Context: an optimization exercise on an open-source flow, tuned for small area and a short achievable clock period. The choices shown serve that exercise and are no tape-out recipe.
Where RTL was checked, it was by simulation tests only, not by an equivalence proof against the original.
Power figures rest on the tool's default switching activity, not on a simulated workload.

Setup of job 6120:
==> flow/design.v (excerpt) <==
module bolt_exec (
    input  logic        clk,
    input  logic        rst,      
    input  logic [31:0] instr,    
    input  logic [31:0] rs1,      
    input  logic [31:0] rs2,      
    input  logic [31:0] pc,       
    output logic [31:0] result,   
    output logic [31:0] next_pc,  
    output logic        branch,   
    output logic        reg_wr,   
    output logic        mem_wr,   
    output logic        mem_rd    
);
==> module bolt_exec, before the edit <==
module bolt_exec (
    input  logic        clk,
    input  logic        rst,      
    input  logic [31:0] instr,    
    input  logic [31:0] rs1,      
    input  logic [31:0] rs2,      
    input  logic [31:0] pc,       
    output logic [31:0] result,   
    output logic [31:0] next_pc,  
    output logic        branch,   
    output logic        reg_wr,   
    output logic        mem_wr,   
    output logic        mem_rd    
);
    logic [6:0] op;
    logic [2:0] f3;
    logic [6:0] f7;
    assign op = instr[6:0];
    assign f3 = instr[14:12];
    assign f7 = instr[31:25];
    logic op03, op13, op17, op23, op33, op37, op63, op67, op6f, op1b, op3b;
    assign op03 = (op == 7'h03);
    assign op13 = (op == 7'h13);
    assign op17 = (op == 7'h17);
    assign op23 = (op == 7'h23);
    assign op33 = (op == 7'h33);
    assign op37 = (op == 7'h37);
    assign op63 = (op == 7'h63);
    assign op67 = (op == 7'h67);
    assign op6f = (op == 7'h6F);
    assign op1b = (op == 7'h1B);
    assign op3b = (op == 7'h3B);
    logic i31, f7z, f7s;
    assign i31 = instr[31];
    assign f7z = (f7 == 7'h00);
    assign f7s = (f7 == 7'h20);
    logic use_rs2, is_s, sub;
    assign use_rs2 = op[5] & op[4];
    assign is_s    = ~op[6] & op[5];
    assign sub     = (op[4] & ~f3[2] & f3[1]) | (op[4] & op[5] & instr[30]);
    logic [31:0] bv, bx, ap, ag, sum;
    logic        cout;
    assign bv = use_rs2 ? rs2 : {{20{i31}}, instr[31:25], is_s ? instr[11:7] : instr[24:20]};
    assign bx = bv ^ {32{sub}};
    assign ap = rs1 ^ bx;    
    assign ag = rs1 & bx;    
    logic [31:0] aG;
    pfx_main u_add (.g({ag[31:1], ag[0] | (ap[0] & sub)}), .p(ap), .G(aG));
    assign sum  = ap ^ {aG[30:0], sub};
    assign cout = aG[31];
    logic ltu, lts;          
    assign ltu = ~cout;
    assign lts = ltu ^ rs1[31] ^ bv[31];
    logic [31:0] bxe, bG;
    logic bltu, blts, beq;
    assign bxe  = rs1 ^ rs2;
    pfx_cmp u_cmp (.g(bxe & rs2), .p(~bxe), .G(bG));
    assign bltu = bG[31];
    assign blts = bltu ^ rs1[31] ^ rs2[31];
    assign beq  = ~|bxe;
    logic        left;
    logic [31:0] shin, sho;
    logic [4:0]  sh;
    assign left = ~f3[2];
    assign sh   = bv[4:0];
    for (genvar i = 0; i < 32; i++) begin : rev
        assign shin[i] = left ? rs1[31-i] : rs1[i];
    end
    assign sho = $signed({instr[30] & rs1[31] & ~left, shin}) >>> sh;
    logic [31:0] timm, tgt, pc4;
    assign timm[0]     = 1'b0;
    assign timm[4:1]   = ~op[6] ? 4'd0 : (op[3] ? instr[24:21] : instr[11:8]);
    assign timm[10:5]  = ~op[6] ? 6'd0 : instr[30:25];
    assign timm[11]    = ~op[6] ? 1'b0 : (op[3] ? instr[20] : instr[7]);
    assign timm[19:12] = (op[6] & ~op[3]) ? {8{i31}} : instr[19:12];
    assign timm[30:20] = ~op[6] ? instr[30:20] : {11{i31}};
    assign timm[31]    = i31;
    assign tgt[0] = pc[0];
    logic [30:0] tp, tG;
    assign tp = pc[31:1] ^ timm[31:1];
    pfx_tgt u_tgt (.g(pc[31:1] & timm[31:1]), .p(tp), .G(tG));
    assign tgt[31:1] = tp ^ {tG[29:0], 1'b0};
    logic [29:0] iG;
    assign pc4[1:0] = pc[1:0];
    pfx_inc u_inc (.g({29'd0, pc[2]}), .p(pc[31:2]), .G(iG));
    assign pc4[31:2] = pc[31:2] ^ {iG[28:0], 1'b1};
    logic cond, taken;
    assign cond  = f3[2] ? ((f3[1] ? bltu : blts) ^ f3[0]) : (~f3[1] & (beq ^ f3[0]));
    assign taken = op63 & cond;
    logic upd;
    assign upd = (op03 & (f3 != 3'd7)) | (op23 & ~f3[2])
               | (op13 & (f3 != 3'd1 | f7z) & (f3 != 3'd5 | f7z | f7s))
               | (op33 & (f7z | (f7s & (f3 == 3'd0 | f3 == 3'd5))))
               | op17 | op37 | op6f | (op67 & (f3 == 3'd0));
    logic v_alu, v_ar, v_pc;
    logic s_sum, s_shl, s_shr, s_slt, s_sltu, s_xor, s_or, s_and, s_tgt, s_lui, s_pc4;
    assign v_pc   = op[2];                  
    assign v_alu  = ~op[2] & op[4];         
    assign v_ar   = ~op[2] & ~op[4];        
    assign s_sum  = v_ar | (v_alu & (f3 == 3'd0));
    assign s_shl  = v_alu & (f3 == 3'd1);
    assign s_slt  = v_alu & (f3 == 3'd2);
    assign s_sltu = v_alu & (f3 == 3'd3);
    assign s_xor  = v_alu & (f3 == 3'd4);
    assign s_shr  = v_alu & (f3 == 3'd5);
    assign s_or   = v_alu & (f3 == 3'd6);
    assign s_and  = v_alu & (f3 == 3'd7);
    assign s_tgt  = v_pc & ~op[6] & ~op[5];    
    assign s_lui  = v_pc & ~op[6] & op[5];     
    assign s_pc4  = v_pc & op[6];              
    logic [31:0] val, rval, luiv, shl;
    logic        r_new, r_old;
    assign luiv = {instr[31:12], 12'd0};
    for (genvar i = 0; i < 32; i++) begin : rshl
        assign shl[i] = sho[31-i];
    end
    assign val  = ({32{s_sum}} & sum) | ({32{s_shl}} & shl) | ({32{s_shr}} & sho)
                | ({32{s_xor | s_or}} & ap) | ({32{s_or | s_and}} & ag)
                | ({32{s_tgt}} & tgt) | ({32{s_lui}} & luiv) | ({32{s_pc4}} & pc4)
                | {31'd0, (s_slt & lts) | (s_sltu & ltu)};
    assign r_new = ~rst & upd;
    assign r_old = ~rst & ~upd;
    assign rval  = ({32{r_new}} & val) | ({32{r_old}} & result);
    logic jalr, n_tgt, n_sum, n_pc4;
    logic [31:0] nval;
    assign jalr  = op67 & (f3 == 3'd0);
    assign n_tgt = ~rst & (taken | op6f);
    assign n_sum = ~rst & jalr;
    assign n_pc4 = ~rst & ~(taken | op6f | jalr);
    assign nval  = ({32{n_tgt}} & tgt) | ({32{n_sum}} & {sum[31:1], 1'b0}) | ({32{n_pc4}} & pc4);
    logic wr;
    assign wr = op33 | op3b | op13 | op1b | op67 | op03 | op17 | op6f | op37;
    always_ff @(posedge clk) begin
        result  <= rval;
        next_pc <= nval;
        branch  <= ~rst & taken;
        reg_wr  <= ~rst & wr;
        mem_wr  <= ~rst & op23;
        mem_rd  <= ~rst & op03;
    end
endmodule
export LEC_CHECK = 0
export ABC_AREA = 1
export CAP_MARGIN = 20
export CORE_MARGIN = 2
export CORE_UTILIZATION = 40
export CTS_BUF_LIST = sky130_fd_sc_hd__clkbuf_8
export HOLD_SLACK_MARGIN = 0
export SETUP_SLACK_MARGIN = 2.8
export SLEW_MARGIN = 20
export BUFFER_PORTS_ARGS = -buffer_cell sky130_fd_sc_hd__buf_1
create_clock -name core_clock -period 6.5 [get_ports {clk}]
standard.sh (not shown) runs the stock make flow with config.mk's settings and CLKGATE_MAP_FILE= SYNTH_SCRIPT=/design/flow/synth_recipe.tcl, a recipe that flattens the netlist after the stock synthesis.
==> flow/flow/run.sh <==
#!/bin/bash
# Layout flow: the standard layout (standard.sh), with two changes to how the
# cells are chosen:
#  - the full and half adder cells are not used, so Yosys does not pre-map adder
#    bits to them and abc maps the whole datapath itself;
#  - the buffer that buffer_ports puts on every input and output port is buf_1.
# Every tool's full output goes to standard.log (make) and the ORFS logs under orfs/logs.
set -euo pipefail
cat >> config.mk <<'CFG'
export DONT_USE_CELLS += sky130_fd_sc_hd__fa_1 sky130_fd_sc_hd__fa_2 sky130_fd_sc_hd__fa_4 sky130_fd_sc_hd__ha_1 sky130_fd_sc_hd__ha_2 sky130_fd_sc_hd__ha_4
export BUFFER_PORTS_ARGS = -buffer_cell sky130_fd_sc_hd__buf_1
CFG
bash standard.sh > standard.log 2>&1
For job 5170, these inputs were changed with respect to job 6120:
-- flow/design.v --
<<< job 6120, line 763
    assign cond  = f3[2] ? ((f3[1] ? bltu : blts) ^ f3[0]) : (~f3[1] & (beq ^ f3[0]));
    assign taken = op63 & cond;
    logic upd;
    assign upd = (op03 & (f3 != 3'd7)) | (op23 & ~f3[2])
               | (op13 & (f3 != 3'd1 | f7z) & (f3 != 3'd5 | f7z | f7s))
               | (op33 & (f7z | (f7s & (f3 == 3'd0 | f3 == 3'd5))))
               | op17 | op37 | op6f | (op67 & (f3 == 3'd0));
    logic v_alu, v_ar, v_pc;
    logic s_sum, s_shl, s_shr, s_slt, s_sltu, s_xor, s_or, s_and, s_tgt, s_lui, s_pc4;
    assign v_pc   = op[2];                  
    assign v_alu  = ~op[2] & op[4];         
    assign v_ar   = ~op[2] & ~op[4];        
    assign s_sum  = v_ar | (v_alu & (f3 == 3'd0));
    assign s_shl  = v_alu & (f3 == 3'd1);
    assign s_slt  = v_alu & (f3 == 3'd2);
    assign s_sltu = v_alu & (f3 == 3'd3);
    assign s_xor  = v_alu & (f3 == 3'd4);
    assign s_shr  = v_alu & (f3 == 3'd5);
    assign s_or   = v_alu & (f3 == 3'd6);
    assign s_and  = v_alu & (f3 == 3'd7);
    assign s_tgt  = v_pc & ~op[6] & ~op[5];    
    assign s_lui  = v_pc & ~op[6] & op[5];     
    assign s_pc4  = v_pc & op[6];              
    logic [31:0] val, rval, luiv, shl;
    logic        r_new, r_old;
    assign luiv = {instr[31:12], 12'd0};
    for (genvar i = 0; i < 32; i++) begin : rshl
        assign shl[i] = sho[31-i];
    end
    assign val  = ({32{s_sum}} & sum) | ({32{s_shl}} & shl) | ({32{s_shr}} & sho)
                | ({32{s_xor | s_or}} & ap) | ({32{s_or | s_and}} & ag)
                | ({32{s_tgt}} & tgt) | ({32{s_lui}} & luiv) | ({32{s_pc4}} & pc4)
                | {31'd0, (s_slt & lts) | (s_sltu & ltu)};
    assign r_new = ~rst & upd;
    assign r_old = ~rst & ~upd;
    assign rval  = ({32{r_new}} & val) | ({32{r_old}} & result);
    logic jalr, n_tgt, n_sum, n_pc4;
    logic [31:0] nval;
>>> job 5170, line 763
    assign cond  = f3[2] ? ((f3[1] ? bltu : blts) ^ f3[0]) : (~f3[1] & (beq ^ f3[0]));
    assign taken = op63 & cond;
    logic alu_i, r_ok;
    logic s_sum, s_shl, s_shr, s_slt, s_sltu, s_xor, s_or, s_and, s_tgt, s_lui, s_pc4, s_hold;
    assign alu_i = op13 | op33;
    assign r_ok  = op13 | f7z;    
    assign s_sum  = ~rst & ((op03 & (f3 != 3'd7)) | (op23 & ~f3[2])
                          | (f3 == 3'd0 & (op13 | (op33 & (f7z | f7s))))) ;
    assign s_shl  = ~rst & alu_i & (f3 == 3'd1) & f7z;
    assign s_slt  = ~rst & alu_i & (f3 == 3'd2) & r_ok;
    assign s_sltu = ~rst & alu_i & (f3 == 3'd3) & r_ok;
    assign s_xor  = ~rst & alu_i & (f3 == 3'd4) & r_ok;
    assign s_shr  = ~rst & alu_i & (f3 == 3'd5) & (f7z | f7s);
    assign s_or   = ~rst & alu_i & (f3 == 3'd6) & r_ok;
    assign s_and  = ~rst & alu_i & (f3 == 3'd7) & r_ok;
    assign s_tgt  = ~rst & op17;
    assign s_lui  = ~rst & op37;
    assign s_pc4  = ~rst & (op6f | (op67 & (f3 == 3'd0)));
    assign s_hold = ~rst & ~(s_sum | s_shl | s_slt | s_sltu | s_xor | s_shr | s_or | s_and
                             | s_tgt | s_lui | s_pc4);
    logic [31:0] rval, luiv, shl;
    assign luiv = {instr[31:12], 12'd0};
    for (genvar i = 0; i < 32; i++) begin : rshl
        assign shl[i] = sho[31-i];
    end
    assign rval = ({32{s_sum}} & sum) | ({32{s_shl}} & shl) | ({32{s_shr}} & sho)
                | ({32{s_xor | s_or}} & ap) | ({32{s_or | s_and}} & ag)
                | ({32{s_tgt}} & tgt) | ({32{s_lui}} & luiv) | ({32{s_pc4}} & pc4)
                | ({32{s_hold}} & result)
                | {31'd0, (s_slt & lts) | (s_sltu & ltu)};
    logic jalr, n_tgt, n_sum, n_pc4;
    logic [31:0] nval;
--- outcome ---
In the flow results for job 6120 and job 5170, the area of placed instances is smaller on job 5170. Diff job 6120 -> job 5170: count of clock-buffer cells in the layout shows an increase of 2; wire length shows a reduction of 2.2%. Taking job 6120 as the reference, in job 5170 parity-gate share of the synthesized area counting xor and xnor cells went up by 0.67 points; total power after layout fell about 2%; area after synthesis has decreased; final critical-path setup slack moved up; part of the Yosys area used for sequential elements essentially unchanged.
For job 6120, only the layout was checked, not whether the RTL still works.

-- re-timing with driven ports --
In the flow no input, the clock included, has a driving cell. The finished layouts below were timed again as built, in two steps. Step 1 sets driving cells, clkbuf_16 on the clock port and buf_2 on the other inputs (assumed; they add their load-dependent delay and slew). Step 2 also shifts input and output timing later by t, the mid clock arrival at the registers, as if the neighbouring blocks saw the same clock. Three values: ideal, step 1, step 2; two values: the first two.
run	shift t [ns]	setup slack, ns	cell pins on the clock port's net
job 6120	0.428	2.785 / 2.770 / 2.342	1
job 5170	0.443	2.837 / 2.863 / 2.420	1
After both steps setup and hold are still met in every run listed. The setup slack of job 6120, which loses most, moves by -0.015 ns with the drivers and by -0.443 ns with both steps.
